This is an optimization exercise on Yosys and OpenROAD, whose aim is small area, a short achievable clock period and few clock cycles per item, not a production implementation.
Function not checked in this run: the RTL went through the layout flow alone.
Power is estimated from default activity; no workload was simulated.

--- flow/config.mk ---
export PLATFORM = sky130hd
export DESIGN_NAME = firewall
export DESIGN_NICKNAME = firewall
export VERILOG_FILES = /design/flow/design.v
export SDC_FILE = /design/flow/constraint.sdc
export NUM_CORES = 4
export LEC_CHECK = 0
export CAP_MARGIN = 20
export CORE_MARGIN = 2
export CORE_UTILIZATION = 40
export PLACE_DENSITY = 0.6
export SLEW_MARGIN = 20
--- flow/constraint.sdc ---
create_clock -name core_clock -period 5.5 [get_ports {clk}]
set_input_delay 1.1000 -clock core_clock [delete_from_list [all_inputs] [get_ports {clk}]]
set_output_delay 1.1000 -clock core_clock [all_outputs]
set_load 0.01 [all_outputs]
--- flow/design.v ---
`timescale 1ns/1ps
  module fallthrough_small_fifo_old
    #(parameter WIDTH = 72,
      parameter MAX_DEPTH_BITS = 3,
      parameter NEARLY_FULL = 2**MAX_DEPTH_BITS - 1)
    (
     input [WIDTH-1:0] din,      
     input          wr_en,    
     input          rd_en,    
     output [WIDTH-1:0] dout,     
     output         full,
     output         nearly_full,
     output         empty,
     input          reset,
     input          clk
     );
   parameter MAX_DEPTH = 2 ** MAX_DEPTH_BITS;
   parameter SEL_DIN   = 0;
   parameter SEL_QUEUE = 1;
   parameter SEL_KEEP  = 2;
   reg [WIDTH-1:0]                queue [MAX_DEPTH - 1 : 0];
   reg [MAX_DEPTH_BITS - 1 : 0]   rd_ptr;
   wire [MAX_DEPTH_BITS - 1 : 0]  rd_ptr_plus1 = rd_ptr+1;
   reg [MAX_DEPTH_BITS - 1 : 0]   wr_ptr;
   reg [MAX_DEPTH_BITS : 0]       depth;
   reg [WIDTH-1:0]                queue_rd;
   reg [WIDTH-1:0]                din_d1;
   reg [WIDTH-1:0]                dout_d1;
   reg [1:0]                      dout_sel;
   always @(posedge clk)
     begin
        if (wr_en)
          queue[wr_ptr] <= din;
        queue_rd <= queue[rd_ptr_plus1];
        din_d1 <= din;
	dout_d1 <= dout;
        if (rd_en && wr_en && (rd_ptr_plus1==wr_ptr)) begin
           dout_sel <= SEL_DIN;
        end
        else if(rd_en) begin
           dout_sel <= SEL_QUEUE;
        end
        else if(wr_en && (rd_ptr==wr_ptr)) begin
           dout_sel <= SEL_DIN;
        end
	else begin
	   dout_sel <= SEL_KEEP;
	end
     end
   always @(posedge clk)
     begin
        if (reset) begin
           rd_ptr <= 'h0;
           wr_ptr <= 'h0;
           depth  <= 'h0;
        end
        else begin
           if (wr_en) wr_ptr <= wr_ptr + 'h1;
           if (rd_en) rd_ptr <= rd_ptr_plus1;
           if (wr_en & ~rd_en) depth <= depth + 'h1;
           if (~wr_en & rd_en) depth <= depth - 'h1;
        end
     end
   assign dout = (dout_sel==SEL_QUEUE) ? queue_rd : ((dout_sel==SEL_DIN) ? din_d1 : dout_d1);
   assign full = depth == MAX_DEPTH;
   assign nearly_full = depth >= NEARLY_FULL;
   assign empty = depth == 'h0;
endmodule  
`timescale 1ns/1ps
module generic_regs
   #(
      parameter UDP_REG_SRC_WIDTH = 2,
      parameter TAG = 0,
      parameter REG_ADDR_WIDTH = 5,
      parameter NUM_COUNTERS = 0,
      parameter NUM_SOFTWARE_REGS = 1,
      parameter NUM_HARDWARE_REGS = 0,
      parameter CNTR_W = (NUM_COUNTERS > 0) ? NUM_COUNTERS : 1,
      parameter HW_W = (NUM_HARDWARE_REGS > 0) ? 32*NUM_HARDWARE_REGS : 1
   )
   (
      input                                  reg_req_in,
      input                                  reg_ack_in,
      input                                  reg_rd_wr_L_in,
      input  [23-1:0]       reg_addr_in,
      input  [32-1:0]      reg_data_in,
      input  [UDP_REG_SRC_WIDTH-1:0]         reg_src_in,
      output reg                             reg_req_out,
      output reg                             reg_ack_out,
      output reg                             reg_rd_wr_L_out,
      output reg [23-1:0]   reg_addr_out,
      output reg [32-1:0]  reg_data_out,
      output reg [UDP_REG_SRC_WIDTH-1:0]     reg_src_out,
      input  [CNTR_W-1:0]                    counter_updates,
      input  [CNTR_W-1:0]                    counter_decrement,
      output [32*NUM_SOFTWARE_REGS-1:0]      software_regs,
      input  [HW_W-1:0]                      hardware_regs,
      input                                  clk,
      input                                  reset
   );
   reg [32*NUM_SOFTWARE_REGS-1:0] sw_reg;
   wire tag_match = reg_addr_in[23-1:REG_ADDR_WIDTH] == TAG;
   wire [REG_ADDR_WIDTH-1:0] offset = reg_addr_in[REG_ADDR_WIDTH-1:0];
   wire hit = reg_req_in && !reg_ack_in && tag_match && (offset < NUM_SOFTWARE_REGS);
   assign software_regs = sw_reg;
   always @(posedge clk) begin
      if (reset) begin
         reg_req_out     <= 1'b0;
         reg_ack_out     <= 1'b0;
         reg_rd_wr_L_out <= 1'b0;
         reg_addr_out    <= 'h0;
         reg_data_out    <= 'h0;
         reg_src_out     <= 'h0;
         sw_reg          <= 'h0;
      end
      else begin
         reg_req_out     <= reg_req_in;
         reg_rd_wr_L_out <= reg_rd_wr_L_in;
         reg_addr_out    <= reg_addr_in;
         reg_src_out     <= reg_src_in;
         if (hit) begin
            reg_ack_out  <= 1'b1;
            if (reg_rd_wr_L_in)
               reg_data_out <= sw_reg[32*offset +: 32];
            else begin
               reg_data_out <= reg_data_in;
               sw_reg[32*offset +: 32] <= reg_data_in;
            end
         end
         else begin
            reg_ack_out  <= reg_ack_in;
            reg_data_out <= reg_data_in;
         end
      end
   end
endmodule
`timescale 1ns/1ps
module firewall
   #(
      parameter DATA_WIDTH = 64,
      parameter CTRL_WIDTH = DATA_WIDTH/8,
      parameter SRAM_ADDR_WIDTH = 19,
      parameter SRAM_DATA_WIDTH = DATA_WIDTH+CTRL_WIDTH,
      parameter UDP_REG_SRC_WIDTH = 2
   )
   (
      input  [DATA_WIDTH-1:0]             in_data,
      input  [CTRL_WIDTH-1:0]             in_ctrl,
      input                               in_wr,
      output                              in_rdy,
      output reg [DATA_WIDTH-1:0]         out_data,
      output reg [CTRL_WIDTH-1:0]         out_ctrl,
      output reg                          out_wr,
      input                               out_rdy,
      input                               reg_req_in,
      input                               reg_ack_in,
      input                               reg_rd_wr_L_in,
      input  [23-1:0]    reg_addr_in,
      input  [32-1:0]   reg_data_in,
      input  [UDP_REG_SRC_WIDTH-1:0]      reg_src_in,
      output                              reg_req_out,
      output                              reg_ack_out,
      output                              reg_rd_wr_L_out,
      output  [23-1:0]   reg_addr_out,
      output  [32-1:0]  reg_data_out,
      output  [UDP_REG_SRC_WIDTH-1:0]     reg_src_out,
      output reg                          sram_rd_req,
      output reg [SRAM_ADDR_WIDTH-1:0]    sram_rd_addr,
      input [DATA_WIDTH-1:0]              sram_rd_data,
      input                               sram_rd_ack,
      input                               sram_rd_vld,
      output reg                          sram_wr_req,
      output reg [SRAM_ADDR_WIDTH-1:0]    sram_wr_addr,
      output reg [DATA_WIDTH-1:0]         sram_wr_data,
      input                               sram_wr_ack,
      input                                reset,
      input                                clk
   );
   localparam WAIT_PACKET =1;
   localparam WORD2_CHECK_IPV4 =2;
   localparam WORD3_CHECK_TCP_TTL =3;
   localparam WORD4_ADDR_CHKSUM =4;
   localparam WORD5_TCP_PORT =5;
   localparam CHECK_RULES = 6;
   localparam CHECK_PORTS = 7;
   localparam EMPTY_OUT_FIFO = 8;
   localparam PAYLOAD =9;
   localparam SRAM_PORTS_ADDR = 'h0;
   localparam NUM_WORDS_SALVAS = 4;
   localparam ICMP = 'h01;
   localparam TCP = 'h06;
   localparam UDP = 'h11;
   localparam SCTP = 'h84;
   wire [DATA_WIDTH-1:0]         in_fifo_data;
   wire [CTRL_WIDTH-1:0]         in_fifo_ctrl;
   wire                          in_fifo_nearly_full;
   wire                          in_fifo_empty;
   reg                           in_fifo_rd_en;
   reg [3:0]                     state, state_next;
   reg                           sram_wr_req_next, sram_rd_req_next;
   reg [DATA_WIDTH-1:0]          sram_wr_data_next;
   reg [SRAM_ADDR_WIDTH-1:0]     sram_wr_addr_next, sram_rd_addr_next;
   reg [15:0]                    dst_port, dst_port_next;
   reg                           drop, drop_next;
   wire [31:0]                   dport1, dport2, dport3, dport4;
   wire                          addr_good, tag_hit;
   wire                             out_fifo_nearly_full, out_fifo_empty;
   reg                              out_fifo_rd_en, out_fifo_wr;
   wire [DATA_WIDTH+CTRL_WIDTH-1:0] out_fifo_dout;
   reg [DATA_WIDTH+CTRL_WIDTH-1:0]  in_out_fifo_dout;
   wire [15:0]                   chksum_cout;
   wire [16:0]                   chksum;
   assign in_rdy     = !in_fifo_nearly_full;
   fallthrough_small_fifo_old #(
      .WIDTH(CTRL_WIDTH+DATA_WIDTH),
      .MAX_DEPTH_BITS(3)
   ) input_fifo (
      .din           ({in_ctrl, in_data}),    
      .wr_en         (in_wr),                 
      .rd_en         (in_fifo_rd_en),         
      .dout          ({in_fifo_ctrl, in_fifo_data}),
      .full          (),
      .nearly_full   (in_fifo_nearly_full),
      .empty         (in_fifo_empty),
      .reset         (reset),
      .clk           (clk)
   );
   fallthrough_small_fifo_old #(
      .WIDTH(CTRL_WIDTH+DATA_WIDTH),
      .MAX_DEPTH_BITS(3)
   ) output_fifo (
      .din           (in_out_fifo_dout),    
      .wr_en         (out_fifo_wr),                 
      .rd_en         (out_fifo_rd_en),         
      .dout          (out_fifo_dout),
      .full          (),
      .nearly_full   (out_fifo_nearly_full),
      .empty         (out_fifo_empty),
      .reset         (reset),
      .clk           (clk)
   );
   generic_regs
   #(
      .UDP_REG_SRC_WIDTH   (UDP_REG_SRC_WIDTH),
      .TAG                 (18'h00002),                  
      .REG_ADDR_WIDTH      (5),  
      .NUM_COUNTERS        (0),                  
      .NUM_SOFTWARE_REGS   (4),                  
      .NUM_HARDWARE_REGS   (0)                   
   ) module_regs (
      .reg_req_in       (reg_req_in),
      .reg_ack_in       (reg_ack_in),
      .reg_rd_wr_L_in   (reg_rd_wr_L_in),
      .reg_addr_in      (reg_addr_in),
      .reg_data_in      (reg_data_in),
      .reg_src_in       (reg_src_in),
      .reg_req_out      (reg_req_out),
      .reg_ack_out      (reg_ack_out),
      .reg_rd_wr_L_out  (reg_rd_wr_L_out),
      .reg_addr_out     (reg_addr_out),
      .reg_data_out     (reg_data_out),
      .reg_src_out      (reg_src_out),
      .counter_updates  (),
      .counter_decrement(),
      .software_regs    ({dport1,dport2,dport3,dport4}),
      .hardware_regs    (),
      .clk              (clk),
      .reset            (reset)
    );
   assign tag_hit = reg_addr_out[23 - 1:5]
      == 18'h00002;
   assign addr_good = reg_addr_out[5-1:0] >=
      5'h0 && reg_addr_out[5] <= 5'h3;
   assign chksum = {1'b0,in_fifo_data[63:48]}+17'h100;
   assign chksum_cout = chksum[15:0]+{15'h0,chksum[16]};
   always @(*) begin
      sram_wr_data_next <= {dport4[15:0],dport3[15:0],dport2[15:0],dport1[15:0]};
      sram_wr_addr_next <= 'h0;
      if(tag_hit && addr_good && reg_ack_out) begin
         sram_wr_req_next <= 1;
      end
      else
         sram_wr_req_next <= 0;
   end
   always @(*) begin
      in_out_fifo_dout = {in_fifo_ctrl,in_fifo_data};
      {out_ctrl,out_data} = out_fifo_dout;
      in_fifo_rd_en = 0;
      out_wr = 0;
      out_fifo_wr = 0;
      out_fifo_rd_en = 0;
      sram_rd_req_next = 0;
      state_next = state;
      sram_rd_req_next = 0;
      sram_rd_addr_next = sram_rd_addr;
      dst_port_next = dst_port;
      drop_next = drop;
      case(state)
      WAIT_PACKET: begin
         if (!in_fifo_empty && out_rdy) begin
            in_fifo_rd_en = 1;
            out_fifo_wr = 1;
            if(in_fifo_ctrl == 'h0) begin
               state_next = WORD2_CHECK_IPV4;
            end else begin
               state_next = WAIT_PACKET;
            end
         end
         else
            state_next = WAIT_PACKET;
      end
      WORD2_CHECK_IPV4: begin
         if (!in_fifo_empty && out_rdy) begin
            if(in_fifo_data[31:16] != 16'h0800 ||
                  in_fifo_data[15:12] != 4'h4) begin
               state_next = EMPTY_OUT_FIFO;
            end
            else begin
               in_fifo_rd_en = 1;
               out_fifo_wr = 1;
               state_next = WORD3_CHECK_TCP_TTL;
            end
         end
         else
            state_next = WORD2_CHECK_IPV4;
      end
      EMPTY_OUT_FIFO: begin
         if(!out_rdy) 
            state_next = EMPTY_OUT_FIFO;
         else if(!out_fifo_empty) begin
            state_next = EMPTY_OUT_FIFO;
            out_wr = ~drop;
            out_fifo_rd_en = 1;
         end
         else
            state_next = PAYLOAD;
      end
      WORD3_CHECK_TCP_TTL: begin
         if (!in_fifo_empty && out_rdy) begin
            if(in_fifo_data[7:0] == TCP) begin
               in_fifo_rd_en = 1;
               out_fifo_wr = 1;
               in_out_fifo_dout = {in_fifo_ctrl,in_fifo_data[63:16],
                  in_fifo_data[15:8]-8'h1,in_fifo_data[7:0]};
               state_next = WORD4_ADDR_CHKSUM;
            end
            else begin
               state_next = EMPTY_OUT_FIFO;
            end
         end
         else
            state_next = WORD3_CHECK_TCP_TTL;
      end
      WORD4_ADDR_CHKSUM: begin
         if (!in_fifo_empty && out_rdy) begin
            in_fifo_rd_en = 1;
            out_fifo_wr = 1;
            in_out_fifo_dout = {in_fifo_ctrl,chksum_cout,in_fifo_data[47:0]};
            state_next = WORD5_TCP_PORT;
         end
         else
            state_next = WORD4_ADDR_CHKSUM;
      end
      WORD5_TCP_PORT: begin
         if (!in_fifo_empty && out_rdy) begin
            dst_port_next = in_fifo_data[31:16];
            state_next = CHECK_RULES;
         end
         else
            state_next = WORD5_TCP_PORT;
      end
      CHECK_RULES: begin
         sram_rd_req_next = 1;
         sram_rd_addr_next = SRAM_PORTS_ADDR;
         state_next = CHECK_PORTS;
      end
      CHECK_PORTS: begin
         if (sram_rd_vld) begin
            if(sram_rd_data[15:0] == dst_port ||
                   sram_rd_data[31:16] == dst_port ||
                   sram_rd_data[47:32] == dst_port ||
                   sram_rd_data[63:48] == dst_port) begin
               drop_next = 1;
            end
            else
               drop_next = 0;
            state_next = EMPTY_OUT_FIFO;
         end
         else
            state_next = CHECK_PORTS;
      end
      PAYLOAD: begin
         if (!in_fifo_empty && out_rdy) begin
            {out_ctrl,out_data} = {in_fifo_ctrl,in_fifo_data};
            in_fifo_rd_en = 1;
            out_wr = ~drop;
            if(in_fifo_ctrl != 8'hff) begin
               state_next = PAYLOAD;
            end
            else if(in_fifo_ctrl == 8'hff) begin
               out_wr = 0;
               in_fifo_rd_en = 0;
               drop_next = 0;
               state_next = WAIT_PACKET;
            end
         end
         else
            state_next = PAYLOAD;
      end
      endcase
   end
   always @(posedge clk) begin
      if(reset) begin
         sram_rd_req <= 0;
         state <= WAIT_PACKET;
         sram_wr_req <= 0;
         drop <= 0;
         dst_port <= 0;
      end
      else begin
         state <= state_next;
         sram_rd_req <= sram_rd_req_next;
         sram_rd_addr <= sram_rd_addr_next;
         sram_wr_data <= sram_wr_data_next;
         sram_wr_addr <= sram_wr_addr_next;
         sram_wr_req <= sram_wr_req_next;
         dst_port <= dst_port_next;
         drop <= drop_next;
      end
   end
endmodule
--- flow/run.sh ---
#!/bin/bash
# synth_recipe.tcl (not shown) runs the flow's synth.tcl, then flattens the netlist and writes it again
# the make line also repeats each setting of config.mk as NAME=value (left out here)
make -C /OpenROAD-flow-scripts/flow DESIGN_CONFIG=/design/flow/config.mk WORK_HOME=/design/flow/orfs CLKGATE_MAP_FILE= SYNTH_SCRIPT=/design/flow/synth_recipe.tcl finish
==> qor.txt <==
Clk pwr share: 32.9%
Routed met2 length: 79.7 mm
Post-CTS Resized: 0
Setup tns final: 0 ns
Initial antenna violation count: 44
Placed insts: 6,620
DIE WIDTH: 417 um
PwrDens: 458 mW/mm^2
Final core occ: 48.1%
Slew HR: 24.0%
Fin crit share: 94.5%
Netlist cell types: 74
DRT iter0 DRCs: 3,122
Worst Path Required: 4.40 ns
WL per Instance: 24.1 um
Die area: 0.174 mm^2
Max Cap Viol: 0
Worst skew pair latency: 0.84 ns
CP Capture Type: primary output
Sw Share: 27.6%
Met3 routed WL: 9.60 mm
Sink Count: 1,835
Clk_skew: 0.0546 ns
CTS buffer count: 185
DIE HEIGHT: 417 um
Hold Crit Class: reg -> reg
DPL Wire Length: 101 mm
Nets@finish: 4,813
Antenna viol nets, final: 0
Core ar.: 0.169 mm^2
Fin. Hold Viols: 0
PortBufs: 400
I/O Pins: 441
CTS tree: yes
# rows: 151
Worst-Margin Slew: 1.14 ns
Routed WL: 168 mm
Remaining DRCs: 0
Max VDD drop: 0.000270 V
Async SR Flop Fraction: 0%
Crit-path max FO: 18
Min Clock Period, post-route: 5.20 ns
H-Tree Depth: 4
Routed vias: 36,500
Post-CTS Repair Setup Buffers: 0
#FFs+latches synth: 1,835
Fraction of layout instances using a drive strength above 1: 20.6%
Largest net degree at the start of global routing: 206
Post-synth EDFFs: 1,216
Fillers: 14,200
Slew Viols, Final: 0
Root buffer cell: clkbuf_16
Fmax: 192 MHz
Remaining Overflow, GRT: 0
Footprint of the multi-input gates: 0.0183 mm^2
Drt via density: 5.23
# setup viols final: 0
Seq pwr share: 47.7%
RSZ-0062 raised after global routing: no
Leakage Power: 27.4 nW
Clk buf depth: 3
Top FF cell, synth: edfxtp_1
Crit path DAT: 4.10 ns
First-pass GRT wire length: 247 mm
Synth Instances: 4,120
Sw Pwr: 10.3 mW
Cell Area, Synth: 0.0683 mm^2
Worst-path clk slew: 0.06 ns
Vias in the first global route: 36,700
GPL Wtd Cong: 0.851
Hold slack: 0.444 ns
Fin cells: 6,982
All-Layer GR Usage: 19.1%
Initial core utilization: 40.3%
Post-synthesis sequential area ratio: 71.6%
First drt pass iteration count: 6
Met1 WL: 74.0 mm
Startpoint types: flop
Uppermost layer routed: met5
Logic pwr share: 19.4%
Status: timing/DRC/antenna clean
Area growth syn-to-layout: 19.3%
FF+latch area: 0.0489 mm^2
Post-CTS Hold Buffers: 0
Mean Syn Cell Area: 16.6 um^2
Int Power: 27.0 mW
Ys Warns: 3
WS Path Type: reg -> out
power groups by stage:
stage	registers, mW	clock network, mW	logic (mW)
2_1_floorplan	17.8	0	4.16
3_3_place_gp	18.0	0	7.22
3_5_place_dp	18.1	0	7.31
4_1_cts	17.8	12.5	7.35
5_1_grt	17.9	13.1	7.87
6_report	17.8	12.3	7.26
logic make-up after synthesis:
| logic type | after synthesis | share of synthesized area, % |
|---|---|---|
| AND/OR/NAND/NOR | 742 | 4.89 |
| adder cells (fa/ha/maj) | 21 | 0.407 |
| multiplexers | 701 | 16.5 |
| other | 1 | 0.00549 |
| buffers and inverters | 337 | 2.17 |
| XOR/XNOR | 110 | 1.41 |
| AO/OA/AOI/OAI | 373 | 2.96 |
| flip-flops | 1835 | 71.6 |
routing by layer:
layer | vias to the layer above | global-route usage (%)
li1 | 16400 | -
met1 | 18800 | 26.9
met2 | 979 | 30.1
met3 | 271 | 3.52
met4 | 28 | 6.30
met5 | - | 0
path summary, 6_finish.rpt:
kind,start,to,slack (ns),cells after the start
min reg2reg,module_regs.sw_reg[9]$_SDFFE_PP0P_,sram_wr_data[57]$_DFFE_PN_,0.44,0
max reg2reg,input_fifo.dout_sel[1]$_SDFF_PP0_,output_fifo.queue[6][58]$_DFFE_PP_,0.91,15
max,input_fifo.dout_sel[0]$_SDFF_PP0_,out_data[39],0.30,6
min,module_regs.sw_reg[9]$_SDFFE_PP0P_,sram_wr_data[57]$_DFFE_PN_,0.44,0
synthesized netlist by cell type, drive strengths merged (7+ instances only):
master | count | area, um^2
nand3 | 46 | 230
o21ai | 156 | 796
mux2 | 201 | 2270
dfxtp | 619 | 12400
xor2 | 80 | 701
or3 | 7 | 43.8
mux4 | 320 | 7210
nor4b | 8 | 116
nand2b | 9 | 56.3
edfxtp | 1216 | 36500
nor2 | 121 | 462
inv | 62 | 233
mux2i | 180 | 1800
nand2 | 426 | 1600
a21oi | 174 | 875
nor2b | 30 | 188
nor4 | 32 | 228
nand4 | 20 | 131
xnor2 | 30 | 263
ha | 19 | 238
nor3 | 22 | 115
clkbuf | 177 | 664
buf | 98 | 587
o21a | 14 | 106
cells in the final DEF, fill, tap and decap left out, types with 7 or more instances in the layout:
cell	n
edfxtp_1	1216
dfxtp_1	613
nand2_1	425
clkdlybuf4s50_1	398
mux4_2	320
mux2_2	197
clkbuf_16	190
mux2i_1	180
a21oi_1	173
o21ai_0	146
nor2_1	113
buf_4	94
xor2_1	78
clkbuf_1	60
inv_1	58
nand3_1	45
conb_1	38
clkinv_2	34
nor2b_1	30
xnor2_1	30
nor4_1	28
clkbuf_8	28
buf_12	26
nand4_1	19
ha_1	17
nor3_1	15
clkinv_1	15
o21a_1	13
diode_2	10
nand2b_1	9
nor2_4	7
metrics by stage:
stage | power, mW | setup WS [ns] | cell area, um^2
floorplan | 21.9 | -1.24 | 68400
global placement | 25.3 | 0.726 | 75400
CTS | 37.7 | 0.215 | 81400
finish | 37.3 | 0.300 | 81400
detailed placement | 25.4 | 0.714 | 75400
global route | 38.9 | 0.0808 | 81400
worst max-delay path, cell delays in order (launching register included):
cell             delay (ns)
dfxtp_4                0.63
buf_4                  0.35
buf_4                  0.25
mux2i_1                0.63
o21ai_0                0.52
mux2_2                 0.42
clkdlybuf4s50_1        0.48
final cells by class:
class	count	area share, %
Clock inverter	74	0.764
Clock buffer	278	6.59
Tap cell	2218	3.41
Inverter	62	0.289
Antenna cell	10	0.0307
Timing Repair Buffer	520	6.42
Sequential cell	1835	60.1
Multi-Input combinational cell	1985	22.4

[what the ideal ports hide]
In the flow no input, the clock included, has a driving cell. The finished layout below was timed again as built, in two steps. Step 1, drivers: a clkbuf_16 drives clk and a buf_2 each remaining input, both assumed. Step 2 times the ports against the registers' clock, not the clock port: input delays grow and output delays shrink by t, the midpoint of the rising clock arrivals with the driver on. a / b / c = ideal / step 1 / step 2; a / b = the first two.
t, ns: 0.889
setup slack, ns: 0.300 / 0.219 / 0.602
worst register clock-pin slew, ns: 0.07 / 0.07
After both steps setup and hold are still met in this run. For this run, drivers alone change the setup slack by -0.081 ns; drivers and shift together by +0.302 ns.
